This design comes from an exercise in tuning for small area on the open sky130 flow, not from production work. The RTL was checked by simulation tests, not by an equivalence proof against the original design. Power figures rest on the tool's default switching activity, not on a simulated workload.

juniper:
Design yuv422_to_rgb, start of the top module:
module yuv422_to_rgb (
input             pclk               ,
input             presetn            ,
input      [31:0] paddr              ,
input      [31:0] pwdata             ,
output reg [31:0] prdata             ,
input             pwrite             ,
input             psel               ,
input             penable            ,
output            pslverr            ,
output            pready             ,
output reg        irq                ,
output reg [95:0] rgb_out
);
Size in the first run: ~1000 cells after synthesis, roughly 200 I/O pins, about 14000 um2 of cells after synthesis.
clock: 9.0 ns
lec_check: 0
cap_margin: 20
core_margin: 2
core_utilization: 40
slew_margin: 20
synth_hierarchical: 1
standard.sh (not shown) runs the stock make flow with config.mk's settings and CLKGATE_MAP_FILE= SYNTH_SCRIPT=/design/flow/synth_recipe.tcl, a recipe that flattens the netlist after the stock synthesis.
==> flow/flow/run.sh <==
#!/bin/bash
export BUFFER_PORTS_ARGS="-buffer_cell sky130_fd_sc_hd__buf_1"
export CTS_ARGS="-sink_clustering_enable -repair_clock_nets -dont_use_dummy_load -buf_list sky130_fd_sc_hd__clkbuf_8 -sink_clustering_size 12 -sink_clustering_max_diameter 60"
bash standard.sh > standard.log 2>&1
juniper | stages: all done | timing, DRC, antenna: all pass
### juniper -> fjord
# juniper
export LEC_CHECK = 0
export CAP_MARGIN = 20
export CORE_MARGIN = 2
export CORE_UTILIZATION = 40
export SLEW_MARGIN = 20
export SYNTH_HIERARCHICAL = 1
create_clock -name core_clock -period 9.0 [get_ports {pclk}]
# fjord
export LEC_CHECK = 0
export CAP_MARGIN = 20
export CORE_MARGIN = 2
export CORE_UTILIZATION = 40
export CTS_BUF_LIST = sky130_fd_sc_hd__clkbuf_2 sky130_fd_sc_hd__clkbuf_4
export SLEW_MARGIN = 20
export SYNTH_HIERARCHICAL = 1
create_clock -name core_clock -period 9.0 [get_ports {pclk}]
==> flow/flow/run.sh <==
#!/bin/bash
# The standard layout flow (the standard.sh), with the port buffers that
# placement inserts made from the smallest buffer cell. standard.sh's output
# goes to standard.log; each ORFS step keeps its own log under orfs/logs.
export BUFFER_PORTS_ARGS="-buffer_cell sky130_fd_sc_hd__buf_1"
bash standard.sh > standard.log 2>&1
==> summary.txt <==
- The final layouts of juniper and fjord pass the timing, DRC and antenna checks.
- Per the comparison of fjord with juniper, clock tree buffer depth roughly the same; later-pin clock latency in the skew report rose by 180 ps.
- Changes observed in fjord relative to juniper: sequential share of power saw a decrease, final period utilization saw little to no change.
- Per the comparison of fjord with juniper, clock distribution area overhead in the final layout now larger; clock net sink count closely matched the old numbers.


yuv422_to_rgb, a different RTL version from the one above (not shown whole).
Size: roughly 970 cells after synthesis, roughly 240 flip-flops, roughly 200 I/O pins, roughly 0.013 mm2 of cells after synthesis.
Settings: LEC_CHECK=0, CAP_MARGIN=20, CORE_MARGIN=2, CORE_UTILIZATION=40, SLEW_MARGIN=20, SYNTH_HIERARCHICAL=1; clock period 9.0 ns.
==> flow/flow/run.sh <==
#!/bin/bash
# The standard layout flow (the standard.sh: ORFS with the standard
# synthesis), with two changes to how the layout is made:
#  - the buffers that placement puts on every input and output port are made
#    from the smallest buffer cell (buf_1) instead of clkdlybuf4s50_1;
#  - clock tree synthesis uses clkbuf_8 buffers on sink clusters of at most
#    12 flip-flops within 60 um, and no dummy loads.
# standard.sh's output goes to standard.log; each ORFS step keeps its own
# full log under orfs/logs.
export BUFFER_PORTS_ARGS="-buffer_cell sky130_fd_sc_hd__buf_1"
export CTS_ARGS="-sink_clustering_enable -repair_clock_nets -dont_use_dummy_load -buf_list sky130_fd_sc_hd__clkbuf_8 -sink_clustering_size 16 -sink_clustering_max_diameter 60"
bash standard.sh > standard.log 2>&1
Then changed:
--- a/flow/flow/run.sh
+++ b/flow/flow/run.sh
@@ -11 +11 @@
-export CTS_ARGS="-sink_clustering_enable -repair_clock_nets -dont_use_dummy_load -buf_list sky130_fd_sc_hd__clkbuf_8 -sink_clustering_size 16 -sink_clustering_max_diameter 60"
+export CTS_ARGS="-sink_clustering_enable -repair_clock_nets -dont_use_dummy_load -buf_list sky130_fd_sc_hd__clkbuf_8 -sink_clustering_size 12 -sink_clustering_max_diameter 60"
Settings changed: CORE_UTILIZATION 40 to 55, PLACE_DENSITY set to 0.7.
Non-clock buffer count came out higher by 3; hold slack is better by 0.013 ns; clock skew came out lower by 0.017 ns; global-route usage came out higher by 5.4 points; synthesized area stays the same; setup slack got worse by 0.12 ns; via count increases by 2.2%; synthesized cell count stays the same; utilization rises by 16 points.
Then changed:
Settings changed: CORE_UTILIZATION 55 to 40, PLACE_DENSITY 0.7 to unset.
After rerunning:
- The changed run produced a clean layout
- power is higher slightly
- combinational power decreases by a few percent
- worst setup slack gains 0.097 ns
- die area grows by well over a third
- design area came out higher slightly
- core utilization decreases by 16 points
- non-clock buffer count drops by 3
- via count came out lower by a few percent
- final cell count went up by a little under a tenth
- sequential share of layout area goes down by 0.48 points
Then changed:
--- a/flow/flow/run.sh
+++ b/flow/flow/run.sh
@@ -7 +7 @@
-#    12 flip-flops within 60 um, and no dummy loads.
+#    16 flip-flops within 60 um, and no dummy loads.
@@ -11 +11 @@
-export CTS_ARGS="-sink_clustering_enable -repair_clock_nets -dont_use_dummy_load -buf_list sky130_fd_sc_hd__clkbuf_8 -sink_clustering_size 12 -sink_clustering_max_diameter 60"
+export CTS_ARGS="-sink_clustering_enable -repair_clock_nets -dont_use_dummy_load -buf_list sky130_fd_sc_hd__clkbuf_8 -sink_clustering_size 16 -sink_clustering_max_diameter 60"
What happened:
- sequential power barely changes
- final area barely changes
- sequential share of layout area went up by 0.12 points
- clock power went down by 5.4%

==> re-timing with driven ports <==
How much do the figures lean on ideal ports? The routed layouts below were timed once more, with nothing changed but the port constraints.
Step 1 assumes that a clkbuf_16 drives the clock port and a buf_2 every other input.
Step 2 moves the port delays by t, midway between the first and last clock arrival at a register: inputs arrive t later, outputs are due t later. That takes back most of the time a late clock gives input paths.
Slacks: ideal ports / drivers / drivers and shift; pairs: ideal ports / drivers.
run | t (ns) | setup WS [ns] | worst hold slack (ns) | worst register clock-pin slew, ns | pins driven straight from the clock port
juniper | 0.583 | 1.013 / 1.013 / 1.013 | 0.431 / 0.431 / 0.431 | 0.08 / 0.08 | 1
fjord | 0.744 | 1.011 / 1.011 / 1.011 | 0.432 / 0.432 / 0.432 | 0.07 / 0.07 | 1
the first run of note 2 | 0.571 | 0.612 / 0.612 / 0.612 | 0.417 / 0.417 / 0.417 | 0.10 / 0.10 | 1
the second run of note 2 | 0.572 | 0.493 / 0.493 / 0.493 | 0.430 / 0.430 / 0.430 | 0.08 / 0.08 | 1
the third run of note 2 | 0.578 | 0.590 / 0.590 / 0.590 | 0.422 / 0.422 / 0.422 | 0.08 / 0.08 | 1
the fourth run of note 2 | 0.571 | 0.612 / 0.612 / 0.612 | 0.417 / 0.417 / 0.417 | 0.10 / 0.10 | 1
After both steps every run listed still meets setup and hold.
